Background: an optimization exercise with open tools, aiming at small area. Do not read the settings as production practice. Function was checked by simulation only, so behaviour that the tests miss may differ from the original. Power is estimated from default activity; no workload was simulated.

Setup of run A:
==> flow/design.v <==
module ALU (
input             clk               ,   
input             rst_n             ,   
input             dcd_req           ,   
input      [3:0]  dcd_opcode        ,   
input      [11:0] dcd_mem_addr      ,   
input      [2:0]  dcd_src_reg_1_addr,   
input      [2:0]  dcd_src_reg_2_addr,   
input      [2:0]  dcd_dst_reg_addr  ,   
input      [15:0] dcd_const         ,   
output reg        dcd_ack           ,   
input      [31:0] data_mem_rd_data  ,   
output reg        data_mem_cen      ,   
output            data_mem_rw       ,   
output     [11:0] data_mem_addr     ,   
output     [31:0] data_mem_rw_data  ,   
input      [15:0] reg_0_rd_data     ,   
input             reg_0_ack         ,   
output reg        reg_0_req         ,   
output            reg_0_rw          ,   
output reg [2:0]  reg_0_addr        ,   
input      [15:0] reg_1_rd_data     ,   
input             reg_1_ack         ,   
output reg        reg_1_req         ,   
output reg        reg_1_rw          ,   
output     [2:0]  reg_1_addr        ,   
output reg [15:0] reg_1_wr_data     ,   
output reg        pc_jump_req       ,   
output     [11:0] pc_jump_addr          
);
wire [3:0] op = dcd_opcode;
wire op_alu = op[2];                               
reg  sub_q;                                        
reg  dcd_req_delay;                                
reg  cen_delay;                                    
wire alu_start = dcd_req & ~dcd_req_delay;         
assign data_mem_addr    = dcd_mem_addr;
assign pc_jump_addr     = dcd_mem_addr;
assign data_mem_rw      = ~op[1];
assign data_mem_rw_data = {16'h0000, reg_1_wr_data};    
assign reg_0_rw         = 1'b1;
assign reg_1_addr       = reg_1_rw ? dcd_src_reg_2_addr : dcd_dst_reg_addr;
wire eq = (dcd_const == reg_0_rd_data);
wire        sub = sub_q;                          
wire [15:0] a   = reg_0_rd_data;
wire [15:0] b   = reg_1_rd_data ^ {16{sub}};
wire [16:0] c;           
wire [15:0] s0;          
wire [15:0] s;
genvar i;
generate for (i = 0; i < 16; i = i + 1) begin : g_add
  wire ci = (i == 0) ? sub : (i == 7) ? 1'b0 : c[i];
  assign s0[i]  = a[i] ^ b[i] ^ ci;
  assign c[i+1] = (a[i] & b[i]) | (a[i] & ci) | (b[i] & ci);
end endgenerate
assign s[6:0] = s0[6:0];
wire k7 = c[7];
wire [9:0] t1;       
assign t1[0] = 1'b1;
assign t1[1] = t1[0] & s0[7];
assign t1[2] = t1[1] & s0[8];
assign t1[3] = t1[2] & s0[9];
assign t1[4] = t1[3] & s0[10];
assign t1[5] = t1[4] & s0[11];
assign t1[6] = t1[5] & s0[12];
assign t1[7] = t1[6] & s0[13];
assign t1[8] = t1[7] & s0[14];
assign t1[9] = t1[8] & s0[15];
assign s[15:7] = s0[15:7] ^ ({9{k7}} & t1[8:0]);
wire [15:0] logic_res = (a & reg_1_rd_data) | ({16{op[0]}} & (a | reg_1_rd_data));    
wire [15:0] alu_res   = op[1] ? logic_res : s;
always @(posedge clk or negedge rst_n)
if (~rst_n) begin
  dcd_req_delay <= 1'b0;
  cen_delay     <= 1'b0;
  data_mem_cen  <= 1'b0;
  reg_0_req     <= 1'b0;
  reg_1_req     <= 1'b0;
  reg_1_rw      <= 1'b0;
  pc_jump_req   <= 1'b0;
  dcd_ack       <= 1'b0;
end else begin
  dcd_req_delay <= dcd_req;
  cen_delay     <= data_mem_cen;
  data_mem_cen  <= (alu_start & ~op[3] & ~op[2] & ~(op[1] ^ op[0]))
                 | (reg_0_ack & ~op[2] & op[1] & ~op[0]);
  reg_0_req     <= ~reg_0_ack & (reg_0_req | (alu_start & (op[2] | (op[1] & ~op[0]) | (op[3] & op[0]))));
  reg_1_req     <= reg_1_ack ? reg_1_rw
                 : (reg_1_req | (alu_start & (op[2] | (~op[3] & ~op[1] & op[0]))) | (cen_delay & ~op[1]));
  reg_1_rw      <= alu_start ? op_alu : (reg_1_rw & ~reg_1_ack);
  pc_jump_req   <= (alu_start & op[3] & ~op[0]) | (reg_0_ack & op[3] & op[0] & eq);
  dcd_ack       <= (~reg_1_rw & reg_1_ack) | (op[1] & data_mem_cen)
                 | (alu_start & op[3] & ~op[0]) | (reg_0_ack & op[3] & op[0]);
end
always @(posedge clk) begin
  reg_0_addr <= dcd_src_reg_1_addr;
  sub_q      <= op[2] & ~op[1] & op[0];
end
wire sel_alu  = reg_1_rw;
wire sel_hold = op[2] & ~reg_1_rw;
wire sel_c    = ~op[2] & op[0];
wire sel_m    = ~op[2] & ~op[1] & ~op[0];
wire sel_r    = ~op[2] & op[1] & ~op[0];
always @(posedge clk)
  reg_1_wr_data <= ({16{sel_alu}}  & alu_res)
                 | ({16{sel_hold}} & reg_1_wr_data)
                 | ({16{sel_c}}    & dcd_const)
                 | ({16{sel_m}}    & data_mem_rd_data[15:0])
                 | ({16{sel_r}}    & reg_0_rd_data);
endmodule  
export LEC_CHECK = 0
export CAP_MARGIN = 20
export CORE_MARGIN = 2
export CORE_UTILIZATION = 40
export SLEW_MARGIN = 20
create_clock -name core_clock -period 5.0 [get_ports {clk}]
standard.sh (not shown) runs the stock make flow with config.mk's settings and CLKGATE_MAP_FILE= SYNTH_SCRIPT=/design/flow/synth_recipe.tcl, a recipe that flattens the netlist after the stock synthesis.
==> flow/flow/run.sh <==
#!/bin/bash
# Standard ORFS layout (the standard.sh) with these changes:
# - an area-oriented ABC mapping script for synthesis (flow/abc.script, used in
#   place of ORFS's abc_speed.script in a copy of ORFS's scripts folder);
# - the smallest buffer (buf_1) for the port buffers;
# - the synthesis buffers are removed at floorplan, and global placement is not
#   timing-driven;
# - CTS inserts no dummy loads.
set -euo pipefail
cp -r "$FLOW_HOME/scripts" ./orfs_scripts
cp flow/abc.script ./orfs_scripts/abc_speed.script
export SCRIPTS_DIR="$PWD/orfs_scripts"
export BUFFER_PORTS_ARGS="-buffer_cell sky130_fd_sc_hd__buf_1"
export REMOVE_ABC_BUFFERS=1
export GPL_TIMING_DRIVEN=0
export CTS_ARGS="-sink_clustering_enable -repair_clock_nets -dont_use_dummy_load"
bash standard.sh > standard_flow.log 2>&1
==> flow/flow/abc.script <==
&get -n
&st
&dch
&nf
&st
&syn2
&if -g -K 6
&synch2
&nf
&st
&dch -f
&nf -R 1000
&st
&dch -f
&nf -R 1000
&put
Run A: full flow OK, the timing, DRC and antenna checks passed
diff inputs: run A => run B
==> flow/flow/run.sh <==
#!/bin/bash
# Standard ORFS layout with two changes: the smallest buffer (buf_1) for the
# port buffers, and an area-oriented ABC mapping script for synthesis.
set -euo pipefail
cp -r "$FLOW_HOME/scripts" ./orfs_scripts
cp flow/abc.script ./orfs_scripts/abc_speed.script
export SCRIPTS_DIR="$PWD/orfs_scripts"
export BUFFER_PORTS_ARGS="-buffer_cell sky130_fd_sc_hd__buf_1"
export REMOVE_ABC_BUFFERS=1
export GPL_TIMING_DRIVEN=0
bash standard.sh > standard_flow.log 2>&1
[summary]
Measured against run B, the first-iteration DRC count of run A comes out at 0.77 times the reference value. Against run A, total power draw in run B rose by a little under 10%. Design area (run B vs. run A) increases slightly. Delta (run B minus run A): clock tree skew after final layout shows a reduction of 7.7 ps, sequential share of power shows a reduction of 3.2 points.
## Diff of input files: run C against run B
- CTS_CLUSTER_SIZE newly set to 30
-- flow/flow/run.sh --
<<< run B, line 8
export BUFFER_PORTS_ARGS="-buffer_cell sky130_fd_sc_hd__buf_1"
export REMOVE_ABC_BUFFERS=1
export GPL_TIMING_DRIVEN=0
bash standard.sh > standard_flow.log 2>&1
>>> run C, line 8
export BUFFER_PORTS_ARGS="-buffer_cell sky130_fd_sc_hd__buf_1"
bash standard.sh > standard_flow.log 2>&1
==> comparison <==
When run C is measured against run B, its global-route total usage across every layer turns out 2.8 points lower.
Sort run B and run C by clock power asc -> top: run C
Compared with run B, run C shows a higher number of cells in the design after placement.
Run C | stages: all done | timing, DRC, antenna: all pass
Going from run B to run C, the weighted congestion at the end of routability-driven global placement was found to have gone up by 0.022.
Run C vs. run B: detailed placer's ending HPWL decreased about 4.4%, sum of met2 wire segment lengths after detailed routing dropped about 2.1%, utilization higher.
The highest metal layer with signal wires comes out met4 in one run and met5 in the other, namely in run C and run B respectively.
Against run B, power consumption in run C fell by a few percent.
## Diff of input files: run D against run C
- CAP_MARGIN changed from 20 to 0
- SLEW_MARGIN changed from 20 to 0
- CTS_CLUSTER_SIZE removed (was 30)
-- flow/flow/run.sh --
<<< run C, line 8
export BUFFER_PORTS_ARGS="-buffer_cell sky130_fd_sc_hd__buf_1"
bash standard.sh > standard_flow.log 2>&1
>>> run D, line 8
export BUFFER_PORTS_ARGS="-buffer_cell sky130_fd_sc_hd__buf_1"
export REMOVE_ABC_BUFFERS=1
export GPL_TIMING_DRIVEN=0
export CTS_ARGS="-sink_clustering_enable -repair_clock_nets -dont_use_dummy_load"
bash standard.sh > standard_flow.log 2>&1
Between run C and run D, total power draw decreased.
Against run C as the reference, run D delivers a higher actual transition at the worst max-transition pin.
Looking at top metal layer carrying routed signals, the met5 result is from run D; the met4 one comes from run C.
Looking at worst clock skew, run D sits above run C.
Summary of run D over run C: non-clock buffering overhead in the final layout now sits lower; worst setup slack after layout now sits lower; number of iterations in the first detailed-routing pass now sits lower.
Setup changes, run D to run E
- a change of CAP_MARGIN from 0 to 20
- a change of SLEW_MARGIN from 0 to 20
==> flow/flow/run.sh <==
#!/bin/bash
# Standard ORFS layout (the standard.sh) with these changes:
# - an area-oriented ABC mapping script for synthesis (flow/abc.script, used in
#   place of ORFS's abc_speed.script in a copy of ORFS's scripts folder);
# - the smallest buffer (buf_1) for the port buffers;
# - the synthesis buffers are removed at floorplan, and global placement is not
#   timing-driven;
# - the constant outputs keep synthesis's single tie cell per value (no
#   repair_tie_fanout);
# - CTS inserts no dummy loads.
set -euo pipefail
cp -r "$FLOW_HOME/scripts" ./orfs_scripts
cp flow/abc.script ./orfs_scripts/abc_speed.script
export SCRIPTS_DIR="$PWD/orfs_scripts"
export BUFFER_PORTS_ARGS="-buffer_cell sky130_fd_sc_hd__buf_1"
export REMOVE_ABC_BUFFERS=1
export GPL_TIMING_DRIVEN=0
export SKIP_REPAIR_TIE_FANOUT=1
export CTS_ARGS="-sink_clustering_enable -repair_clock_nets -dont_use_dummy_load"
bash standard.sh > standard_flow.log 2>&1
--- outcome ---
- Summary of the comparison: minimum clock period is higher in run E, relative to run D.
- Between run E and run D, it is run E whose total wire length is lower, by about 2.3%.
- Non-clock buffer count (lower): run E
- Wire length of the first global-routing pass, run E and run D, lower one = run E.
- Changes observed in run E relative to run D: sequential share of layout area picked up an extra 0.52 points; fraction of standard cell area in multi-input logic lost 0.53 points; die area neither gained nor lost much; clock network power consumption neither gained nor lost much.
- Run D has a higher summed area of non-filler cells in the final layout than run E.
- Across both runs, post-route worst setup slack was lower for run E than for run D.

==> separate check: timing with driven ports <==
Ports are ideal in the flow. The routed layouts listed here were re-timed in OpenROAD.
Step 1: set_driving_cell puts a clkbuf_16 on clk and a buf_2 on each other input, an assumption about the parent block.
Step 2 times the ports against the registers' clock, not the clock port: input delays grow and output delays shrink by t, the midpoint of the rising clock arrivals with the driver on.
a / b / c = ideal / step 1 / step 2; a / b = the first two.
| run | shift t [ns] | slack for setup (ns) | worst hold slack (ns) | clock arrival spread, ns | slew at the worst register clock pin (ns) |
|---|---|---|---|---|---|
| run A | 0.304 | 0.285 / 0.296 / -0.008 | 0.415 / 0.415 / 0.415 | 0.010 / 0.010 | 0.10 / 0.10 |
| run B | 0.311 | 0.296 / 0.307 / -0.004 | 0.417 / 0.417 / 0.417 | 0.004 / 0.004 | 0.11 / 0.11 |
| run C | 0.300 | 0.371 / 0.377 / 0.077 | 0.441 / 0.441 / 0.441 | 0.007 / 0.007 | 0.10 / 0.10 |
| run D | 0.309 | 0.270 / 0.280 / -0.029 | 0.423 / 0.423 / 0.423 | 0.010 / 0.010 | 0.11 / 0.11 |
| run E | 0.303 | 0.263 / 0.271 / -0.032 | 0.416 / 0.416 / 0.416 | 0.008 / 0.008 | 0.11 / 0.11 |
Met with ideal ports but missed after step 2: setup timing in run A, run B, run D and run E. For run B, which loses most, drivers alone change the setup slack by +0.011 ns; drivers and shift together by -0.300 ns.
